Source: an optimization exercise on an open RTL-to-GDS flow (aim: small area). Production flows keep margins and buffers that such runs may drop.
Function was checked by simulation only, so behaviour that the tests miss may differ from the original.

==> flow/design.v <==
module conv1 (
  input clock,
  input reset,
  input vld_in,
  input [5:0][15:0] in,
  output vld_out,
  output [63:0][15:0] out
);
  reg vld_r;
  always @(posedge clock) vld_r <= vld_in & ~reset;
  assign vld_out = vld_r;
  wire [15:0] i0 = in[0];
  wire [15:0] i1 = in[1];
  wire [15:0] i2 = in[2];
  wire [15:0] i3 = in[3];
  wire [15:0] i4 = in[4];
  wire [15:0] i5 = in[5];
  wire [15:0] a0 = i2 + i4;
  wire [15:0] a1 = i1 + ~i3 + 16'd1;
  wire [15:0] a2 = i0 + i3;
  wire [15:0] a3 = i4 + i5;
  wire [15:0] a4 = i0 + i2;
  wire [15:0] a5 = i0 + ~i5 + 16'd1;
  wire [15:0] a6 = i4 + ~i5 + 16'd1;
  wire [15:0] a7 = i2 + ~a6;
  wire [15:0] a8 = i2 + a6;
  wire [15:0] a9 = ~i3 + a5 + 16'd1;
  wire [15:0] a10 = i1 + a4;
  wire [15:0] a11 = i1 + a6;
  wire [15:0] a12 = i0 + a1;
  wire [15:0] a13 = i1 + ~a3 + 16'd1;
  wire [15:0] a14 = i1 + a2;
  wire [15:0] a15 = i1 + a5;
  wire [15:0] a16 = ~a7 + ~a15 + 16'd1;
  wire [15:0] a17 = i4 + a9;
  wire [15:0] a18 = ~i2 + a14 + 16'd1;
  wire [15:0] a19 = ~i5 + a10;
  wire [15:0] a20 = a1 + ~a5 + 16'd1;
  wire [15:0] a21 = a3 + a10;
  wire [15:0] a22 = ~a0 + ~a9 + 16'd2;
  wire [15:0] a23 = ~a8 + ~a14 + 16'd2;
  reg [15:0] r0;
  always @(posedge clock) r0 <= a7;
  reg [15:0] r1;
  always @(posedge clock) r1 <= a8;
  reg [15:0] r2;
  always @(posedge clock) r2 <= a0;
  reg [15:0] r3;
  always @(posedge clock) r3 <= a1;
  reg [15:0] r4;
  always @(posedge clock) r4 <= a2;
  reg [15:0] r5;
  always @(posedge clock) r5 <= a9;
  reg [15:0] r6;
  always @(posedge clock) r6 <= i3;
  reg [15:0] r7;
  always @(posedge clock) r7 <= a16;
  reg [15:0] r8;
  always @(posedge clock) r8 <= a10;
  reg [15:0] r9;
  always @(posedge clock) r9 <= a11;
  reg [15:0] r10;
  always @(posedge clock) r10 <= a12;
  reg [15:0] r11;
  always @(posedge clock) r11 <= i2;
  reg [15:0] r12;
  always @(posedge clock) r12 <= a13;
  reg [15:0] r13;
  always @(posedge clock) r13 <= a3;
  reg [15:0] r14;
  always @(posedge clock) r14 <= i1;
  reg [15:0] r15;
  always @(posedge clock) r15 <= a21;
  reg [15:0] r16;
  always @(posedge clock) r16 <= a14;
  reg [15:0] r17;
  always @(posedge clock) r17 <= a4;
  reg [15:0] r18;
  always @(posedge clock) r18 <= a17;
  reg [15:0] r19;
  always @(posedge clock) r19 <= a22;
  reg [15:0] r20;
  always @(posedge clock) r20 <= a5;
  reg [15:0] r21;
  always @(posedge clock) r21 <= a18;
  reg [15:0] r22;
  always @(posedge clock) r22 <= a23;
  reg [15:0] r23;
  always @(posedge clock) r23 <= a19;
  reg [15:0] r24;
  always @(posedge clock) r24 <= a15;
  reg [15:0] r25;
  always @(posedge clock) r25 <= a20;
  wire [15:0] b0 = r1 + ~r2 + 16'd1;
  wire [15:0] b1 = r3 + ~r12 + 16'd1;
  wire [15:0] b2 = ~r4 + r20 + 16'd1;
  wire [15:0] b3 = r7 + r16;
  wire [15:0] b4 = r0 + r6 + 16'd1;
  wire [15:0] b5 = r2 + ~r3 + 16'd1;
  wire [15:0] b6 = ~r11 + r12 + 16'd1;
  wire [15:0] b7 = r19 + r24;
  wire [15:0] b8 = r17 + ~r23;
  wire [15:0] b9 = r5 + ~r10 + 16'd1;
  wire [15:0] b10 = ~r15 + r17 + 16'd1;
  wire [15:0] b11 = ~r8 + ~r19 + 16'd2;
  wire [15:0] b12 = ~r16 + r20 + 16'd1;
  wire [15:0] b13 = r0 + r3 + 16'd1;
  wire [15:0] b14 = r2 + r3;
  wire [15:0] b15 = r0 + r14 + 16'd1;
  wire [15:0] b16 = r8 + ~r20 + 16'd1;
  wire [15:0] b17 = ~r0 + ~r9 + r18 + 16'd1;
  wire [15:0] b18 = ~r13 + ~r9 + r18 + 16'd2;
  wire [15:0] b19 = ~r14 + r18 + 16'd1;
  wire [15:0] b20 = r4 + ~r9 + 16'd1;
  wire [15:0] b21 = ~r13 + r25 + 16'd1;
  wire [15:0] b22 = r14 + r19;
  wire [15:0] b23 = ~r9 + r17 + 16'd1;
  wire [15:0] b24 = r3 + r19;
  wire [15:0] b25 = ~r12 + r17 + 16'd1;
  wire [15:0] b26 = ~r13 + ~r11 + r25 + 16'd2;
  wire [15:0] b27 = ~r2 + r5 + 16'd1;
  wire [15:0] b28 = r11 + ~r18 + 16'd1;
  wire [15:0] b29 = r2 + ~r4 + 16'd1;
  wire [15:0] b30 = r0 + ~r4 + 16'd2;
  wire [15:0] b31 = r5 + r11;
  wire [15:0] b32 = r11 + r20;
  wire [15:0] b33 = r8 + ~r12 + 16'd1;
  wire [15:0] b34 = r3 + r7;
  wire [15:0] b35 = ~r0 + ~r4 + 16'd1;
  wire [15:0] b36 = ~r1 + r10 + 16'd1;
  wire [15:0] b37 = ~r0 + r10;
  wire [15:0] b38 = r13 + ~r21 + 16'd1;
  wire [15:0] b39 = r13 + r21;
  wire [15:0] b40 = ~r2 + r23 + 16'd2;
  wire [15:0] b41 = r1 + ~r8 + 16'd1;
  wire [15:0] b42 = ~r0 + ~r10 + 16'd1;
  wire [15:0] b43 = r6 + ~r23;
  wire [15:0] b44 = ~r6 + r15 + 16'd1;
  wire [15:0] b45 = r8 + ~r13 + 16'd1;
  wire [15:0] b46 = ~r6 + ~r23 + 16'd1;
  wire [15:0] b47 = r6 + r15;
  assign out[0] = b44;
  assign out[1] = b32;
  assign out[2] = b23;
  assign out[3] = r18;
  assign out[4] = r7;
  assign out[5] = b41;
  assign out[6] = b6;
  assign out[7] = b2;
  assign out[8] = b9;
  assign out[9] = b15;
  assign out[10] = r19;
  assign out[11] = b18;
  assign out[12] = b22;
  assign out[13] = b25;
  assign out[14] = b17;
  assign out[15] = b34;
  assign out[16] = r1;
  assign out[17] = r14;
  assign out[18] = b38;
  assign out[19] = b33;
  assign out[20] = r25;
  assign out[21] = b0;
  assign out[22] = r15;
  assign out[23] = b29;
  assign out[24] = r5;
  assign out[25] = b19;
  assign out[26] = b8;
  assign out[27] = b40;
  assign out[28] = r24;
  assign out[29] = b26;
  assign out[30] = r20;
  assign out[31] = b39;
  assign out[32] = b10;
  assign out[33] = b20;
  assign out[34] = b35;
  assign out[35] = r21;
  assign out[36] = b28;
  assign out[37] = b43;
  assign out[38] = b30;
  assign out[39] = b31;
  assign out[40] = b24;
  assign out[41] = b7;
  assign out[42] = b12;
  assign out[43] = b13;
  assign out[44] = r21;
  assign out[45] = b16;
  assign out[46] = b42;
  assign out[47] = b37;
  assign out[48] = b36;
  assign out[49] = r22;
  assign out[50] = 16'd0;
  assign out[51] = b1;
  assign out[52] = b46;
  assign out[53] = b4;
  assign out[54] = b45;
  assign out[55] = b3;
  assign out[56] = b12;
  assign out[57] = b14;
  assign out[58] = b11;
  assign out[59] = b47;
  assign out[60] = b21;
  assign out[61] = b27;
  assign out[62] = b5;
  assign out[63] = r12;
endmodule
==> flow/flow/run.sh <==
#!/bin/bash
# Layout flow: standard synthesis (for the register list), then the hand-mapped
# adder netlist generated by flow/gen.py from flow/plan.json replaces the
# synthesized netlist; the rest is the standard ORFS flow, with port buffers
# of the smallest buffer cell.
set -eo pipefail
R=orfs/results/sky130hd/conv1/base
bash standard.sh synth > std_synth.log 2>&1
cp $R/1_2_yosys.v std_1_2_yosys.v
python3 flow/gen.py flow/plan.json std_1_2_yosys.v hand_netlist.v > gen.log 2>&1
cp hand_netlist.v $R/1_2_yosys.v
rm -f $R/1_synth.odb
bash standard.sh BUFFER_PORTS_ARGS="-buffer_cell sky130_fd_sc_hd__buf_1" PLACE_PINS_ARGS="-min_distance 1 -min_distance_in_tracks" POST_GLOBAL_PLACE_TCL=$PWD/flow/post_gpl.tcl CTS_ARGS="-sink_clustering_enable -repair_clock_nets -sink_clustering_size 25 -sink_clustering_max_diameter 80 -dont_use_dummy_load" finish > std_finish.log 2>&1
==> flow/flow/gen.py <==
# Generates the hand-mapped gate netlist for conv1 from plan.json.
# usage: python3 gen.py plan.json std_netlist.v out_netlist.v
import json, sys, re, random, os
sys.path.insert(0, os.path.dirname(os.path.abspath(__file__)))
from nlgen3 import generate, write
plan = json.load(open(sys.argv[1]))
std = open(sys.argv[2]).read()
ffs = re.findall(r"sky130_fd_sc_hd__(dfxtp_\d)\s+(\\\S+|\S+)\s*\(", std)
stdnames = set(n for t, n in ffs)
# register-bit signatures from random simulation of the plan
M = 0xFFFF
rnd = random.Random(1)
N = 256
sigs = {}
vals = []
for t in range(N):
    x = [rnd.randrange(65536) for _ in range(6)]
    v = {f"i{j}": x[j] for j in range(6)}
    for nd in plan['nodes']:
        if nd['stage'] != 'A': continue
        op = lambda n, i: (~v[n]) & M if i else v[n]
        if nd.get('type') == 'inc': v[nd['name']] = (op(nd['a'], nd['inva']) + 1) & M
        else: v[nd['name']] = (sum(op(s_, i_) for s_, i_ in nd['ops']) + nd['const']) & M
    vals.append({r['name']: v[r['src']] for r in plan['regs']})
def sig(r, i): return tuple((vals[t][r] >> i) & 1 for t in range(N))
def ffn(r, i): return f"\\{r}[{i}]$_DFF_P_"
alias = {}
present = {}
for r in plan['regs']:
    for i in range(16):
        s = sig(r['name'], i)
        if ffn(r['name'], i) in stdnames: present.setdefault(s, (r['name'], i))
for r in plan['regs']:
    for i in range(16):
        if ffn(r['name'], i) not in stdnames:
            s = sig(r['name'], i)
            assert s in present, ('missing reg bit', r['name'], i)
            alias[(r['name'], i)] = present[s]
def ffname(r, i):
    if r == 'vld_r': return "\\vld_r$_DFF_P_ "
    return ffn(r, i) + " "
nl, assigns = generate(plan, ffname=ffname, alias=alias)
mine = len(re.findall(r"dfxtp_1", "\n".join(nl.lines)))
print('std ffs', len(ffs), 'mine', mine, 'aliases', alias)
assert mine == len(ffs)
write(nl, assigns, sys.argv[3])
print('area', round(nl.area, 1))
==> flow/flow/post_gpl.tcl <==
# Upsize the input-port buffers that buffer_ports inserted (they drive the
# stage-A fanout); output-port buffers stay at the smallest buffer cell.
foreach c [get_cells input*] {
  if {[regexp {^input[0-9]+$} [get_full_name $c]] && [get_property $c ref_name] eq "sky130_fd_sc_hd__buf_1"} {
    replace_cell $c sky130_fd_sc_hd__buf_4
  }
}
==> flow/standard.sh <==
#!/bin/bash
# synth_recipe.tcl (not shown) runs the flow's synth.tcl, then flattens the netlist and writes it again
# the make line also repeats each setting of config.mk as NAME=value (left out here)
make -C /OpenROAD-flow-scripts/flow DESIGN_CONFIG=/design/flow/config.mk WORK_HOME=/design/flow/orfs CLKGATE_MAP_FILE= SYNTH_SCRIPT=/design/flow/synth_recipe.tcl "${@:-finish}"
==> flow/config.mk <==
export PLATFORM = sky130hd
export DESIGN_NAME = conv1
export DESIGN_NICKNAME = conv1
export VERILOG_FILES = /design/flow/design.v
export SDC_FILE = /design/flow/constraint.sdc
export NUM_CORES = 8
export LEC_CHECK = 0
export CAP_MARGIN = 20
export CORE_MARGIN = 2
export CORE_UTILIZATION = 55
export CTS_CLUSTER_DIAMETER = 80
export CTS_CLUSTER_SIZE = 25
export GPL_ROUTABILITY_DRIVEN = 0
export GPL_TIMING_DRIVEN = 0
export SETUP_SLACK_MARGIN = 0.08
export SLEW_MARGIN = 20
==> flow/constraint.sdc <==
create_clock -name core_clock -period 6.0 [get_ports {clock}]
set_input_delay 1.2000 -clock core_clock [delete_from_list [all_inputs] [get_ports {clock}]]
set_output_delay 1.2000 -clock core_clock [all_outputs]
set_load 0.01 [all_outputs]
Not shown: flow/flow/nlgen3.py, flow/flow/plan.json
==> impl_metrics.yaml, run 1 <==
sta:
  grt_setup_unrepaired: "yes"
  finalHoldViolCount: 0
  holdWs_ns: 0.768
  setup_slack_ns: 0.166
layout:
  layout-drive-gt1-share: 0.115
  instances_no_fill: 7070
  signal_buffers: 1148
  num-fill-cells: 6237
  seq_cells: 417
  design_area_um2: 49300
global_route:
  antenna_found_initial: 12
  overflow: 0
  grt_max_degree: 26
floorplan:
  rows: 98
  io_pins: 1124
  initial_core_util: 0.555
clock_network:
  cts_sinks: 417
  cts_hold_buf: 0
  cts_made_buffers: 34
  cts.path.max_buffers: 3
drt:
  vias: 38844
  ant_nets: 0
  wl_met1_um: 69100
  wl_met3_um: 19000
  drc: 0
worst_setup_path:
  max_stage_delay_ns: 0.55
  cp.depth: 17
  worst-setup-path-type: "reg -> out"
synth:
  syn_area_um2: 39700
  yosys_warnings: 1
run_status:
  status: "no timing/DRC/antenna violations"
==> run 2, diff against run 1 <==
--- a/flow/config.mk
+++ b/flow/config.mk
@@ -10,7 +10,7 @@
 export CORE_UTILIZATION = 55
 export CTS_CLUSTER_DIAMETER = 80
 export CTS_CLUSTER_SIZE = 25
-export GPL_ROUTABILITY_DRIVEN = 0
 export GPL_TIMING_DRIVEN = 0
+export PLACE_DENSITY = 0.8
 export SETUP_SLACK_MARGIN = 0.08
 export SLEW_MARGIN = 20
==> impl_metrics.yaml, run 2 <==
floorplan:
  initial_core_util: 0.555
  die_w_um: 273
  io_pins: 1124
  rows: 98
  die_h_um: 273
run_status:
  lastStage: "5_1_grt"
  first-error: "[ERROR GRT-0116] Global routing finished with congestion. Check the congestion regions in the DRC Viewer."
  status: "did not finish"
place:
  io_buffer_count: 1107
  dp_cells: 6987
  dpl_cell_area_um2: 45400
  place_ws_ns: -0.764
  dp_hpwl_um: 143000
synth:
  syn-instance-count: 4915
  synth_area_per_cell_um2: 8.07
  yosys_warnings: 1
  syn_area_um2: 39700
global_route:
  grt_pass1_vias: 38316
  grt_use_total: 0.445
  overflow: 2
  grt_pass1_wl_um: 244000
  grt_max_degree: 26
clock_network:
  cts_made_buffers: 27
  cts_root_buf: "clkbuf_16"
  h-tree-depth: 1
  cts.path.max_buffers: 3
==> run 2: repair_timing <==
action                                  in CTS
endpoints found under the setup margin     133
hold buffers                                 0
setup buffers                               31
cloned                                       0
pin swaps                                   12
resized for setup                          236
==> run 2: through the flow <==
stage	setup TNS, ns	hold WS (ns)
after CTS	0	0.717
after floorplan	0	1.23
after global placement	-11.03	1.36
after detailed placement	-7.47	1.36
==> run 2: metal layers <==
metal | overflow | GRT usage
met4 | 1 | 0.332
met3 | 0 | 0.146
met5 | 0 | 0.0148
met1 | 0 | 0.519
met2 | 1 | 0.680
==> run 2: worst min path at each step <==
stage / from / to / slack (ns) / cells past startpoint
floorplan: in[32] / r11[0] / 1.23 / 0
global placement: reset / vld_r / 1.36 / 2
detailed placement: reset / vld_r / 1.36 / 2
CTS: reset / vld_r / 0.72 / 2
==> run 3, diff against run 2 <==
--- a/flow/config.mk
+++ b/flow/config.mk
@@ -11,6 +11,5 @@
 export CTS_CLUSTER_DIAMETER = 80
 export CTS_CLUSTER_SIZE = 25
 export GPL_TIMING_DRIVEN = 0
-export PLACE_DENSITY = 0.8
 export SETUP_SLACK_MARGIN = 0.08
 export SLEW_MARGIN = 20
==> impl_metrics.yaml, run 3 <==
synth:
  syn_area_um2: 39700
  synth_area_per_cell_um2: 8.07
  yosys_warnings: 1
  syn-instance-count: 4915
drt:
  drtIter0Drc: 3681
  drc: 0
  wirelength_um: 167000
  wl_per_cell_um: 23.6
  vias_per_cell: 5.56
  vias: 39399
  dr.pass1.iters: 5
  ant_nets: 0
global_route:
  grt_use_total: 0.424
  grt_max_degree: 22
  grt_pass1_vias: 34875
  overflow: 0
  antenna_found_initial: 15
  grt_pass1_wl_um: 231000
worst_setup_path:
  worst-setup-path-type: "reg -> out"
  crit_top_cell: "o21ai_1"
  crit_fanout: 11
  critPathSlowestCell: "dfxtp_4"
  worstSetupStartpointType: "flip-flop"
  endpoint_kind: "primary output"
  path_cells: "xnor2_2 -> nor2_1 -> a21oi_1 -> o21ai_1 -> a21oi_2 -> o21ai_1 -> a21oi_1 -> o21ai_2 -> a21oi_2 -> o21ai_1 -> a21oi_1 -> o21ai_1 -> a21oi_1 -> o21ai_1 -> a21oi_1 -> o21ai_1 -> xor2_1 -> buf_1"
  max_stage_delay_ns: 0.42
  critPathArrivalTime_ns: 4.59
  cp.required_ns: 4.80
clock_network:
  cts_hold_buf: 0
  clkTransAtPathRegs_ns: 0.07
  h-tree-depth: 2
  cts_sinks: 417
  cts_root_buf: "clkbuf_16"
  cts_tree: "done"
  cts_made_buffers: 35
  cts.path.max_buffers: 3
place:
  dpl_cell_area_um2: 45400
  io_buffer_count: 1107
  dp_hpwl_um: 138000
sta:
  relSlewSlack: 0.290
  period_needed_ns: 5.79
  finalSetupViolations: 0
  fin_crit_sh: 0.965
  worstMarginPinSlew_ns: 1.06
  finalHoldViolCount: 0
  max_freq_ghz: 0.173
  grt_setup_unrepaired: "yes"
  slew_violations: 0
run_status:
  status: "no timing/DRC/antenna violations"
min_path:
  min_path_type: "in -> reg"
floorplan:
  die_w_um: 273
  initial_core_util: 0.555
  core_um2: 71500
  die_h_um: 273
  fp.dieArea_um2: 74300
  rows: 98
  io_pins: 1124
layout:
  syn_to_final_growth_pct: 24.5
  design_area_um2: 49400
  layout.nets: 6284
  layout_commonest_cell: "xor2_1"
  num-fill-cells: 6197
  layout-drive-gt1-share: 0.117
  final_cell_mix: "xor2_1 (1554), buf_1 (1009), xnor2_1 (569), nand2_1 (445), o21ai_1 (370)"
run:
  cap_violations: 0
run 3: timing repair:
action | 4_1_cts | 5_1_grt
gates resized for setup | 251 | 327
pin swaps | 7 | 17
setup endpoints to repair | 129 | 103
buffers inserted | 20 | 28
run 3: path summary, 6_finish.rpt:
path	startpoint	to	slack (ns)	depth (start not counted)
worst min-delay path	reset	vld_r	0.78	2
worst max-delay path	r3[1]	out[831]	0.21	18
run 3: cell type report:
cell class	instances	area (um^2)	area share
Timing Repair Buffer	1155	4880	0.0989
Multi-Input combinational cell	4459	33700	0.683
Antenna cell	11	27.5	0.000557
Clock buffer	35	876	0.0177
Sequential cell	417	8460	0.171
Tap cell	950	1190	0.0241
Inverter	54	203	0.00411
run 3: critical path, delay by kind of cell (launching register included):
family	cells	cell delay, ns
AO/OA/AOI/OAI	14	2.94
buffers and inverters	1	0.18
AND/OR/NAND/NOR	1	0.08
flip-flops	1	0.42
XOR/XNOR	2	0.39
run 3: metrics by stage:
stage                util  hold WS (ns)  TNS [ns]  std cells  worst slack [ns]
floorplan               -          1.23         0       4930             0.609
global placement    0.630          1.36    -16.64       6987            -0.991
detailed placement  0.635          1.36    -11.18       6987            -0.911
CTS                 0.665         0.778         0       7042            0.0809
global route        0.691         0.790         0       7076           0.00532
finish              0.691         0.781         0       7081             0.207
run 3: routing by layer:
metal / routed length, um / track usage
met5: 59 / 0
met4: 8860 / 0.193
met3: 18700 / 0.0985
met2: 69200 / 0.620
met1: 70500 / 0.590
==> run 4, diff against run 3 <==
--- a/flow/config.mk
+++ b/flow/config.mk
@@ -11,5 +11,6 @@
 export CTS_CLUSTER_DIAMETER = 80
 export CTS_CLUSTER_SIZE = 25
 export GPL_TIMING_DRIVEN = 0
+export PLACE_DENSITY = 0.75
 export SETUP_SLACK_MARGIN = 0.08
 export SLEW_MARGIN = 20
==> impl_metrics.yaml, run 4 <==
run_status:
  status: "no timing/DRC/antenna violations"
worst_setup_path:
  crit_fanout: 9
  path_cells: "and2_0 -> a21oi_1 -> o21ai_1 -> a21oi_1 -> o21ai_2 -> buf_4 -> a21oi_2 -> o21ai_2 -> a21oi_2 -> o21ai_1 -> a21oi_1 -> o21ai_1 -> a21oi_2 -> o21ai_2 -> a21oi_1 -> o21ai_1 -> xor2_1 -> buf_1"
  cp.required_ns: 4.80
  endpoint_kind: "primary output"
  max_stage_delay_ns: 0.42
  startpoint: "r11[0]"
  worst-setup-path-type: "reg -> out"
  critPathSlowestCell: "dfxtp_2"
  critPathArrivalTime_ns: 4.63
  worstSetupStartpointType: "flip-flop"
floorplan:
  rows: 98
  die_w_um: 273
  die_h_um: 273
  core_um2: 71500
  initial_core_util: 0.555
  fp.dieArea_um2: 74300
  io_pins: 1124
layout:
  num-fill-cells: 5965
  layout_commonest_cell: "xor2_1"
  final_cell_mix: "xor2_1 (1551), buf_1 (1008), xnor2_1 (576), nand2_1 (445), o21ai_1 (370)"
  layout.nets: 6290
  syn_to_final_growth_pct: 24.7
  layout-drive-gt1-share: 0.118
drt:
  drtIter0Drc: 3845
  wl_per_cell_um: 25.3
  dr_wl_met2_um: 76100
  wl_met1_um: 67500
  vias: 40391
  top_layer_used: "met5"
  dr.pass1.iters: 6
  vias_per_cell: 5.69
  wl_met3_um: 21900
  ant_nets: 0
  drc: 0
  wirelength_um: 180000
synth:
  syn-instance-count: 4915
  syn_area_um2: 39700
  yosys_warnings: 1
  synth_area_per_cell_um2: 8.07
global_route:
  grt_max_degree: 26
  overflow: 0
  grt_pass1_wl_um: 247000
  grt_pass1_vias: 36383
  grt_use_total: 0.456
  antenna_found_initial: 26
sta:
  relSlewSlack: 0.255
  slew_violations: 0
  grt_setup_unrepaired: "yes"
  holdWs_ns: 0.773
  finalHoldViolCount: 0
  fin_crit_sh: 0.971
  finalSetupViolations: 0
  setup_slack_ns: 0.175
  worstMarginPinSlew_ns: 1.12
  max_freq_ghz: 0.172
  period_needed_ns: 5.83
clock_network:
  clkTransAtPathRegs_ns: 0.09
  cts_made_buffers: 34
  cts_hold_buf: 0
  cts_tree: "done"
  cts_root_buf: "clkbuf_16"
  cts_sinks: 417
  cts.path.max_buffers: 3
  h-tree-depth: 2
min_path:
  hold_start: "reset"
  min_path_type: "in -> reg"
place:
  place_ws_ns: -0.788
  io_buffer_count: 1107
  dp_hpwl_um: 147000
run:
  cap_violations: 0
## run 4: critical path, delay by kind of cell (launching register included)
kind | cells | cell delay, ns
AO/OA/AOI/OAI | 14 | 2.87
XOR/XNOR | 1 | 0.14
buffers and inverters | 2 | 0.35
flip-flops | 1 | 0.42
AND/OR/NAND/NOR | 1 | 0.22
## run 4: path summary, 6_finish.rpt
check  cells past startpoint  slack, ns        to
max                       18       0.17  out[639]
min                        2       0.77     vld_r
## run 4: metal layers
metal  vias to the layer above  GRT usage
li1                      18182          -
met2                      2488      0.693
met5                         -     0.0212
met4                        20      0.284
met1                     19067      0.557
met3                       634      0.146
## run 4: what timing repair did
action | CTS | global route
pin swaps | 7 | 20
gates resized for setup | 232 | 350
buffers inserted | 24 | 31
gates cloned | 0 | 0
setup endpoints to repair | 127 | 115
## run 4: layout make-up
cell class | count | area [um^2] | share of cell area
Multi-Input combinational cell | 4459 | 33700 | 0.683
Sequential cell | 417 | 8470 | 0.171
Timing Repair Buffer | 1162 | 4940 | 0.0999
Tap cell | 950 | 1190 | 0.0240
Clock buffer | 34 | 851 | 0.0172
Inverter | 54 | 203 | 0.00410
Antenna cell | 18 | 45.0 | 0.000911
## run 4: metrics by stage
step	cells	utilization	instance area (um^2)	TNS [ns]
floorplan	4930	-	39700	0
global placement	6987	0.630	45100	-12.91
detailed placement	6987	0.635	45400	-7.49
CTS	7045	0.664	47400	0
global route	7087	0.691	49400	-0.105
finish	7094	0.691	49400	0
==> run 5, diff against run 4 <==
--- a/flow/config.mk
+++ b/flow/config.mk
@@ -11,6 +11,6 @@
 export CTS_CLUSTER_DIAMETER = 80
 export CTS_CLUSTER_SIZE = 25
 export GPL_TIMING_DRIVEN = 0
-export PLACE_DENSITY = 0.75
+export PLACE_DENSITY = 0.7
 export SETUP_SLACK_MARGIN = 0.08
 export SLEW_MARGIN = 20
==> impl_metrics.yaml, run 5 <==
global_route:
  grt_max_degree: 26
  grt_pass1_vias: 35034
  grt_use_total: 0.435
  busiest_layer: "met2"
  met1_usage: 0.540
  overflow: 0
  met3_usage: 0.123
  grt_pass1_wl_um: 238000
  grt_use_met2: 0.681
  antenna_found_initial: 15
min_path:
  hold_start: "reset"
  min_path_type: "in -> reg"
clock_network:
  clkTransAtPathRegs_ns: 0.08
  h-tree-depth: 1
  cts_root_buf: "clkbuf_16"
  cts_tree: "done"
  cts.path.max_buffers: 3
  cts_made_buffers: 31
  cts_sinks: 417
layout:
  layout.nets: 6269
  layout-drive-gt1-share: 0.110
  syn_to_final_growth_pct: 23.4
  instances_no_fill: 7065
  layout_commonest_cell: "xor2_1"
  final_cell_mix: "xor2_1 (1582), buf_1 (1005), xnor2_1 (569), nand2_1 (445), o21ai_1 (371)"
drt:
  ant_nets: 0
  wl_per_cell_um: 24.5
  vias_per_cell: 5.61
  dr.pass1.iters: 9
  drtIter0Drc: 3650
  wirelength_um: 173000
  drc: 0
  vias: 39644
worst_setup_path:
  cp.required_ns: 4.80
  worst-setup-path-type: "reg -> out"
  endpoint_kind: "primary output"
  crit_fanout: 10
  critPathArrivalTime_ns: 4.68
  worstSetupStartpointType: "flip-flop"
  startpoint: "r8[0]"
place:
  dp_cells: 6987
  dp_hpwl_um: 142000
  io_buffer_count: 1107
sta:
  holdWs_ns: 0.705
  slew_violations: 0
  relSlewSlack: 0.255
  fin_crit_sh: 0.980
  max_freq_ghz: 0.170
  grt_setup_unrepaired: "yes"
  period_needed_ns: 5.88
  worstMarginPinSlew_ns: 1.12
  finalSetupViolations: 0
  finalHoldViolCount: 0
run_status:
  status: "no timing/DRC/antenna violations"
synth:
  syn-instance-count: 4915
  yosys_warnings: 1
  synth_area_per_cell_um2: 8.07
  syn_area_um2: 39700
floorplan:
  die_h_um: 273
  core_um2: 71500
  io_pins: 1124
  die_w_um: 273
  rows: 98
  initial_core_util: 0.555
  fp.dieArea_um2: 74300
run:
  cap_violations: 0
[run 5: metal layers]
metal | vias up | wire [um]
met3 | 526 | 19000
met2 | 2185 | 75000
li1 | 18151 | -
met1 | 18766 | 66800
met5 | - | 132
met4 | 16 | 12000
[run 5: final cells by class]
cell class	count	area, um^2
multi-input combinational	4459	33500
fill	6232	22500
sequential	417	8470
timing repair buffer	1144	4810
tap	950	1190
clock buffer	31	776
inverter	54	203
antenna	10	25.0
[run 5: worst max-delay path: stages, from the launching register on]
cell     delay [ns]
dfxtp_2        0.57
nor2_1         0.13
or2_0          0.25
a21oi_1        0.31
o21ai_1        0.19
a21oi_2        0.25
o21ai_1        0.17
a21oi_2        0.26
o21ai_1        0.16
a21oi_2        0.34
o21ai_2        0.14
a21oi_2        0.24
o21ai_2        0.11
a21oi_2        0.23
o21ai_1        0.14
a21oi_1        0.22
xnor2_1        0.16
buf_1          0.19
[run 5: path summary, 6_finish.rpt]
path / to / depth (start not counted)
min: vld_r / 2
max: out[943] / 17
[run 5: stage by stage]
step / worst slack, ns / util / area (um^2) / setup TNS, ns
global placement: -0.848 / 0.630 / 45100 / -13.35
CTS: 0.0182 / 0.659 / 47100 / 0
global route: -0.0612 / 0.685 / 48900 / -0.0911
detailed placement: -0.765 / 0.635 / 45400 / -8.13
floorplan: 0.609 / - / 39700 / 0
finish: 0.120 / 0.685 / 48900 / 0
[run 5: timing repair]
item / 4_1_cts / 5_1_grt
cloned: 0 / 0
resized for setup: 218 / 333
buffers inserted: 14 / 23
hold buffers: 0 / 0
setup endpoints to repair: 133 / 112
pin swaps: 2 / 20
==> run 6, diff against run 5 <==
--- a/flow/config.mk
+++ b/flow/config.mk
@@ -12,5 +12,5 @@
 export CTS_CLUSTER_SIZE = 25
 export GPL_TIMING_DRIVEN = 0
 export PLACE_DENSITY = 0.7
-export SETUP_SLACK_MARGIN = 0.08
+export SETUP_SLACK_MARGIN = 0.11
 export SLEW_MARGIN = 20
==> impl_metrics.yaml, run 6 <==
run_status:
  status: "no timing/DRC/antenna violations"
min_path:
  hold_depth: 2
  min_to: "vld_r"
  hold_start: "reset"
  min_path_type: "in -> reg"
drt:
  ant_nets: 0
  wl_per_cell_um: 24.5
  drc: 0
  wirelength_um: 174000
  vias: 39634
  drtIter0Drc: 3618
  dr.pass1.iters: 7
  vias_per_cell: 5.61
clock_network:
  cts.path.max_buffers: 3
  h-tree-depth: 1
  cts_sinks: 417
  cts_tree: "done"
  cts_hold_buf: 0
  cts_root_buf: "clkbuf_16"
  clkTransAtPathRegs_ns: 0.10
  cts_made_buffers: 31
sta:
  slew_violations: 0
  grt_setup_unrepaired: "yes"
  setup_tns_ns: 0
  fin_crit_sh: 0.969
  finalSetupViolations: 0
  relSlewSlack: 0.260
  worstMarginPinSlew_ns: 1.11
  finalHoldViolCount: 0
  period_needed_ns: 5.81
  max_freq_ghz: 0.172
global_route:
  grt_use_total: 0.436
  antenna_found_initial: 15
  grt_pass1_vias: 35149
  grt_pass1_wl_um: 239000
  grt_max_degree: 26
  overflow: 0
layout:
  layout-drive-gt1-share: 0.115
  layout.nets: 6275
  syn_to_final_growth_pct: 23.9
  final_cell_mix: "xor2_1 (1581), buf_1 (1005), xnor2_1 (568), nand2_1 (445), o21ai_1 (362)"
  num-fill-cells: 6205
  final_core_util: 0.687
  layout_commonest_cell: "xor2_1"
worst_setup_path:
  cp.required_ns: 4.80
  crit_fanout: 9
  critPathArrivalTime_ns: 4.61
  worst-setup-path-type: "reg -> out"
  endpoint_kind: "primary output"
  worstSetupStartpointType: "flip-flop"
floorplan:
  die_h_um: 273
  core_um2: 71500
  fp.dieArea_um2: 74300
  initial_core_util: 0.555
  die_w_um: 273
  rows: 98
  io_pins: 1124
synth:
  syn-instance-count: 4915
  yosys_warnings: 1
  syn_area_um2: 39700
  synth_area_per_cell_um2: 8.07
place:
  io_buffer_count: 1107
  dp_hpwl_um: 142000
run:
  cap_violations: 0
[run 6: cell types whose count changed in the layout (fill, tap and decap cells not counted), sizes merged]
cell,before,now
clkbuf,32,33
buf,1143,1148
[run 6: worst max-delay path by stage]
stage,start,end,slack [ns],cells past startpoint
after floorplan,in[1],r19[15],0.61,22
after global routing,r8[1],out[735],-0.005,18
final,r8[2],out[943],0.19,17
after detailed placement,in[1],r19[15],-0.77,23
after CTS,r25[2],out[479],0.02,18
after global placement,in[81],r22[15],-0.85,23
[run 6: layout make-up]
| cell class | instances | area (um^2) | area share |
|---|---|---|---|
| multi-input combinational | 4459 | 33600 | 0.684 |
| tap | 950 | 1190 | 0.0242 |
| inverter | 54 | 203 | 0.00413 |
| clock buffer | 31 | 776 | 0.0158 |
| antenna | 10 | 25.0 | 0.000509 |
| timing repair buffer | 1150 | 4850 | 0.0988 |
| sequential | 417 | 8480 | 0.173 |
[run 6: worst max-delay path: stages, from the launching register on]
cell and delay (ns):
dfxtp_2 0.53, xor2_1 0.24, xor2_1 0.28, a21oi_2 0.12
o21ai_1 0.29, a21oi_2 0.14, o21ai_1 0.31, a21oi_2 0.15
o21ai_1 0.28, a21oi_2 0.17, o21ai_2 0.23, a21oi_2 0.12
o21ai_2 0.21, a21oi_2 0.11, o21ai_1 0.25, a21oi_1 0.14
xnor2_1 0.18, buf_1 0.19
[run 6: routing by layer]
layer	vias to the layer above	GRT usage	wire length, um
li1	18172	-	-
met5	-	0	92
met3	518	0.126	19400
met2	2175	0.682	76100
met1	18755	0.542	66700
met4	14	0.237	11200
[run 6: stage by stage]
step / std cells / hold slack, ns / instance area, um^2 / setup WS, ns
2_1_floorplan: 4930 / 1.23 / 39700 / 0.609
5_1_grt: 7067 / 0.718 / 49100 / -0.00534
3_3_place_gp: 6987 / 1.35 / 45100 / -0.848
6_report: 7071 / 0.701 / 49100 / 0.185
3_5_place_dp: 6987 / 1.36 / 45400 / -0.765
4_1_cts: 7036 / 0.689 / 47200 / 0.0182
[run 6: timing repair]
action                                  4_1_cts  5_1_grt
pin swaps                                     3       21
endpoints found under the setup margin      143      120
gates resized for setup                     233      349
buffers inserted                             18       25

==> what the ideal ports hide <==
No port has a modelled driver above. Below, the same layouts with a new extraction and two added sets of constraints.
Step 1 (the two cells are an assumption about what drives the block):
set clk [get_ports {clock}]
set_driving_cell -lib_cell sky130_fd_sc_hd__clkbuf_16 $clk
set_driving_cell -lib_cell sky130_fd_sc_hd__buf_2 [delete_from_list [all_inputs] $clk]
Step 2 moves the port delays by t, midway between the first and last clock arrival at a register: inputs arrive t later, outputs are due t later. That takes back most of the time a late clock gives input paths.
Slacks: ideal ports / drivers / drivers and shift; pairs: ideal ports / drivers.
| run | shift t [ns] | setup slack, ns | worst setup path after step 2 | latest minus earliest clock arrival (ns) |
|---|---|---|---|---|
| run 1 | 0.625 | 0.166 / 0.096 / -0.398 | input to register | 0.090 / 0.089 |
| run 3 | 0.636 | 0.207 / 0.134 / -0.348 | input to register | 0.067 / 0.066 |
| run 4 | 0.638 | 0.175 / 0.103 / -0.458 | input to register | 0.085 / 0.086 |
| run 5 | 0.694 | 0.120 / 0.046 / -0.443 | input to register | 0.079 / 0.079 |
| run 6 | 0.692 | 0.185 / 0.110 / -0.414 | input to register | 0.080 / 0.080 |
Met with ideal ports but missed after step 2: setup timing in every run listed. The setup slack of run 4, which loses most, moves by -0.072 ns with the drivers and by -0.633 ns with both steps.
